This design comes from an exercise in tuning for a short achievable clock period and few clock cycles on the open sky130 flow, not from production work. In this exercise RTL edits were held to simulation tests only and were not proved equivalent to the original. No activity file was given, so power comes from the tool's default toggle rates.

==> job 4176 <==
==> flow/design.v (excerpt) <==
module cpu
(
input clk,
input reset,
output [15:0] o_pc_addr,
output o_pc_rd,
input [15:0] i_pc_rddata,
input [15:0] i_ldst_rddata,
output [15:0] o_ldst_wrdata,
output [15:0] o_ldst_addr,
output o_ldst_rd,
output o_ldst_wr,
output [127:0] o_tb_regs
);
clock: 5.5 ns
lec_check: 0
cap_margin: 20
core_margin: 2
core_utilization: 40
place_density: 0.6
setup_slack_margin: 5
slew_margin: 20
tns_end_percent: 100
run.sh (not shown) runs the stock make flow with config.mk's settings and CLKGATE_MAP_FILE= SYNTH_SCRIPT=/design/flow/synth_recipe.tcl, a recipe that flattens the netlist after the stock synthesis.
==> job 8755 (differences from job 4176) <==
--- a/flow/design.v
+++ b/flow/design.v
@@ -54,13 +54,12 @@
 logic [15:0] x_a, x_b;    
 logic        x_sub;
 logic [14:0] x_tgt;       
 logic [14:0] x_pc, x_pc2;
 logic        x_pt;
 logic [14:0] x_ptgt;
-logic        x_tok;       
 logic        x_mov;       
 logic        x_add;       
 logic        x_mvhi, x_flags, x_ld, x_st;
 logic        x_br, x_breg, x_jz, x_jn, x_jmp, x_call, x_ret;
 logic        x_wr;
 logic [2:0]  x_rd;
@@ -84,13 +83,13 @@
 logic        x_go, x_take, x_mis;
 logic [14:0] x_target, x_redir;
 alu alu0 (.i_cin(x_sub), .i_op_a(x_a), .i_op_b(x_b), .o_sum(x_sum), .o_z(x_z));
 assign x_go     = x_valid && !x_wait;
 assign x_take   = x_br && (x_jmp || (x_jz && f_z) || (x_jn && f_n));
 assign x_target = x_breg ? x_a[15:1] : x_tgt;
-assign x_mis    = x_go && (x_take ? (!x_pt || (x_breg && !x_tok)) : x_pt);
+assign x_mis    = x_go && (x_take ? (!x_pt || x_target != x_ptgt) : x_pt);
 assign x_redir  = x_take ? x_target : x_pc2;
 assign o_ldst_addr   = p_addr;
 assign o_ldst_wrdata = p_data;
 assign o_ldst_rd     = p_rd;
 assign o_ldst_wr     = p_wr;
 logic [15:0] w_val;
@@ -173,31 +172,22 @@
 assign d_wr  = (op == 4'd0) || (op == 4'd1) || (op == 4'd2) || d_ld ||
                d_mvhi || d_call;
 logic st_now;
 assign st_now = x_go && x_st;
 assign d_live  = d_valid && !x_mis;
 assign d_wait  = d_live && ((!d_st && ((use_a && la) || (use_b && lb))) || (d_ld && st_now));
-assign d_redir = d_live && !d_pt && im && ((op == 4'd8) || d_call);
-logic n_eff, z_eff, d_cond, d_ctake, d_cr;
-assign n_eff   = f_n;
-assign z_eff   = (x_go && x_flags) ? x_z : f_z;
-assign d_cond  = im && ((op == 4'd9) || (op == 4'd10));
-assign d_ctake = (op == 4'd9) ? z_eff : n_eff;
-logic d_cok, d_sp;
-assign d_cok   = !(x_go && x_flags && (op == 4'd10));
-assign d_sp    = ir[15];
-assign d_cr    = d_live && d_cond && (d_cok ? (d_ctake != d_pt) : (!d_pt && d_sp));
+assign d_redir = d_live && !d_pt && im &&
+                 ((op == 4'd8) || d_call || (((op == 4'd9) || (op == 4'd10)) && ir[15]));
 assign d_rj    = d_live && !d_pt && !im && ((op == 4'd8) || d_call) && !la;
 logic        ovr;
 logic [14:0] ovr_pc, fa_next;
 always_comb begin
-  ovr = x_mis || d_wait || d_redir || d_rj || d_cr;
+  ovr = x_mis || d_wait || d_redir || d_rj;
   if (x_mis) ovr_pc = x_redir;
   else if (d_wait) ovr_pc = fa;
-  else if (d_redir || (d_cond && !d_pt)) ovr_pc = tgt_imm;
-  else if (d_cond) ovr_pc = d_pc2;
+  else if (d_redir) ovr_pc = tgt_imm;
   else ovr_pc = va[15:1];
   if (ovr) fa_next = ovr_pc;
   else if (b_hit) fa_next = b_pred;
   else fa_next = fa + 15'd1;
 end
 logic [NB-1:0] u_hit;    
@@ -215,13 +205,13 @@
     d_valid <= 1'b0;
     d_pc <= 15'd0; d_pc2 <= 15'd0; d_pt <= 1'b0; d_ptgt <= 15'd0;
     x_valid <= 1'b0;
     x_wait <= 1'b0;
     x_la <= 1'b0; x_lb <= 1'b0;
     x_a <= 16'd0; x_b <= 16'd0; x_sub <= 1'b0;
-    x_tgt <= 15'd0; x_pc <= 15'd0; x_pc2 <= 15'd0; x_pt <= 1'b0; x_ptgt <= 15'd0; x_tok <= 1'b0;
+    x_tgt <= 15'd0; x_pc <= 15'd0; x_pc2 <= 15'd0; x_pt <= 1'b0; x_ptgt <= 15'd0;
     x_mov <= 1'b0; x_add <= 1'b0; x_mvhi <= 1'b0; x_flags <= 1'b0; x_ld <= 1'b0; x_st <= 1'b0;
     x_br <= 1'b0; x_breg <= 1'b0; x_jz <= 1'b0; x_jn <= 1'b0; x_jmp <= 1'b0; x_call <= 1'b0;
     x_ret <= 1'b0;
     x_wr <= 1'b0; x_rd <= 3'd0;
     w_wr <= 1'b0; w_ld <= 1'b0; w_call <= 1'b0; w_rd <= 3'd0; w_res <= 16'd0; w_pc2 <= 15'd0;
     p_rd <= 1'b0; p_wr <= 1'b0; p_addr <= 16'd0; p_data <= 16'd0;
@@ -229,18 +219,18 @@
     b_v <= '0; b_ptr <= 3'd0;
     u_v <= 1'b0; u_ret <= 1'b0; u_pc <= 15'd0; u_tgt <= 15'd0;
     u2_we <= '0; u2_ret <= 1'b0; u2_pc <= 15'd0; u2_tgt <= 15'd0;
   end else begin
     fa      <= fa_next;
     fa_b    <= fa_next;
-    d_valid <= !(x_mis || d_wait || d_redir || d_rj || d_cr);
+    d_valid <= !(x_mis || d_wait || d_redir || d_rj);
     d_pc    <= fa;
     d_pc2   <= fa + 15'd1;
     d_pt    <= b_hit;
     d_ptgt  <= b_pred;
-    if (d_valid && d_call) ras <= d_pc2;
+    if (d_live && d_call) ras <= d_pc2;
     if (x_go && x_flags) begin
       f_n <= x_sum[15];
       f_z <= x_z;
     end
     u_v   <= x_go && x_take;
     u_ret <= x_ret;
@@ -273,13 +263,12 @@
       p_addr <= vb;
     end
     if (x_wait) begin
       x_wait <= 1'b0;
       x_a    <= wa;
       x_b    <= wb;
-      x_tok  <= (wa[15:1] == x_ptgt);
       x_la   <= 1'b0;
       x_lb   <= 1'b0;
     end else begin
       x_valid <= d_live;
       x_wait  <= d_wait;
       x_la    <= la && use_a;
@@ -287,15 +276,14 @@
       x_a     <= na;
       x_b     <= nb;
       x_sub   <= d_sub;
       x_tgt   <= tgt_imm;
       x_pc    <= d_pc;
       x_pc2   <= d_pc2;
-      x_pt    <= d_cond ? (d_cok ? d_ctake : (d_pt || d_sp)) : (d_pt || d_redir || d_rj);
-      x_ptgt  <= d_ptgt;
-      x_tok   <= !d_pt || (va[15:1] == d_ptgt);
+      x_pt    <= d_pt || d_redir || d_rj;
+      x_ptgt  <= d_pt ? d_ptgt : (d_rj ? va[15:1] : tgt_imm);
       x_mov   <= (op == 4'd0) || d_mvhi;
       x_add   <= (op == 4'd1) || (op == 4'd2);
       x_mvhi  <= d_mvhi;
       x_flags <= (op == 4'd1) || d_sub;
       x_ld    <= d_ld;
       x_st    <= d_st;
--- a/flow/config.mk
+++ b/flow/config.mk
@@ -6,9 +6,8 @@
 export NUM_CORES = 4
 export LEC_CHECK = 0
 export CAP_MARGIN = 20
 export CORE_MARGIN = 2
 export CORE_UTILIZATION = 40
 export PLACE_DENSITY = 0.6
-export SETUP_SLACK_MARGIN = 5
+export SETUP_SLACK_MARGIN = 3.5
 export SLEW_MARGIN = 20
-export TNS_END_PERCENT = 100
==> comparison table <==
quantity	job 8755	job 4176
Result of the run	finished clean	finished clean
Final #Nets	3821	4288
Tightest Pin Transition	1.10 ns	1.11 ns
Clock Buffer Count	111	110
Relative contribution of the clock network to total power	20.1%	19.3%
Launch instance of the worst min-delay path	u_tgt[3]$_DFF_PP0_	u_tgt[10]$_DFF_PP0_
Final-layout non-clock buffer area share	16.1%	25.0%
Inverters, non-clock	61	62
Core Area	89900 sq um	90100 sq um
Skew-Pair Late Insertion Delay	0.65 ns	0.70 ns
Clock sinks	724	725
Setup fix buffers added after clock tree synthesis	406	595
Placed cell count	4290	4340
Commonest non-fill, non-tap cell in the layout	dfrtp_1	buf_4
FF/Latch Area	19500 sq um	19600 sq um
Switching power share of the total	38.7%	40.4%
Leakage power	20.7 nW	25.2 nW
Sequential cell count	724	725
Met3 track demand over resource in global routing	5.90%	8.66%
Required @ worst endpoint	6.05 ns	6.13 ns
Total Die Area	92900 sq um	93600 sq um
First-iteration detailed-routing DRC count	2800	4539
Multiplexer area fraction after synthesis	12.5%	12.9%
Initial Utilization	40.3%	40.5%
Testbench counts of job 4176, summed over its fixed seeds: cycles 117,626.
Testbench counts of job 8755, summed over its fixed seeds: cycles 117,923.

==> static timing again, ports no longer ideal <==
In the flow no input, the clock included, has a driving cell. The finished layouts below were timed again as built, in two steps. Step 1 assumes that a clkbuf_16 drives the clock port and a buf_2 every other input. Step 2 times the ports against the registers' clock, not the clock port: input delays grow and output delays shrink by t, the midpoint of the rising clock arrivals with the driver on. Three values: ideal, step 1, step 2; two values: the first two.
run | t, ns | setup slack, ns | worst setup path at the end | worst slew at a driven data input, ns
job 4176 | 0.746 | 2.388 / 2.388 / 1.819 | input to register | 0.29
job 8755 | 0.709 | 2.466 / 2.466 / 1.788 | input to register | 0.23
After both steps every run listed still meets setup and hold. The setup slack of job 8755, which loses most, moves by 0.000 ns with the drivers and by -0.678 ns with both steps.
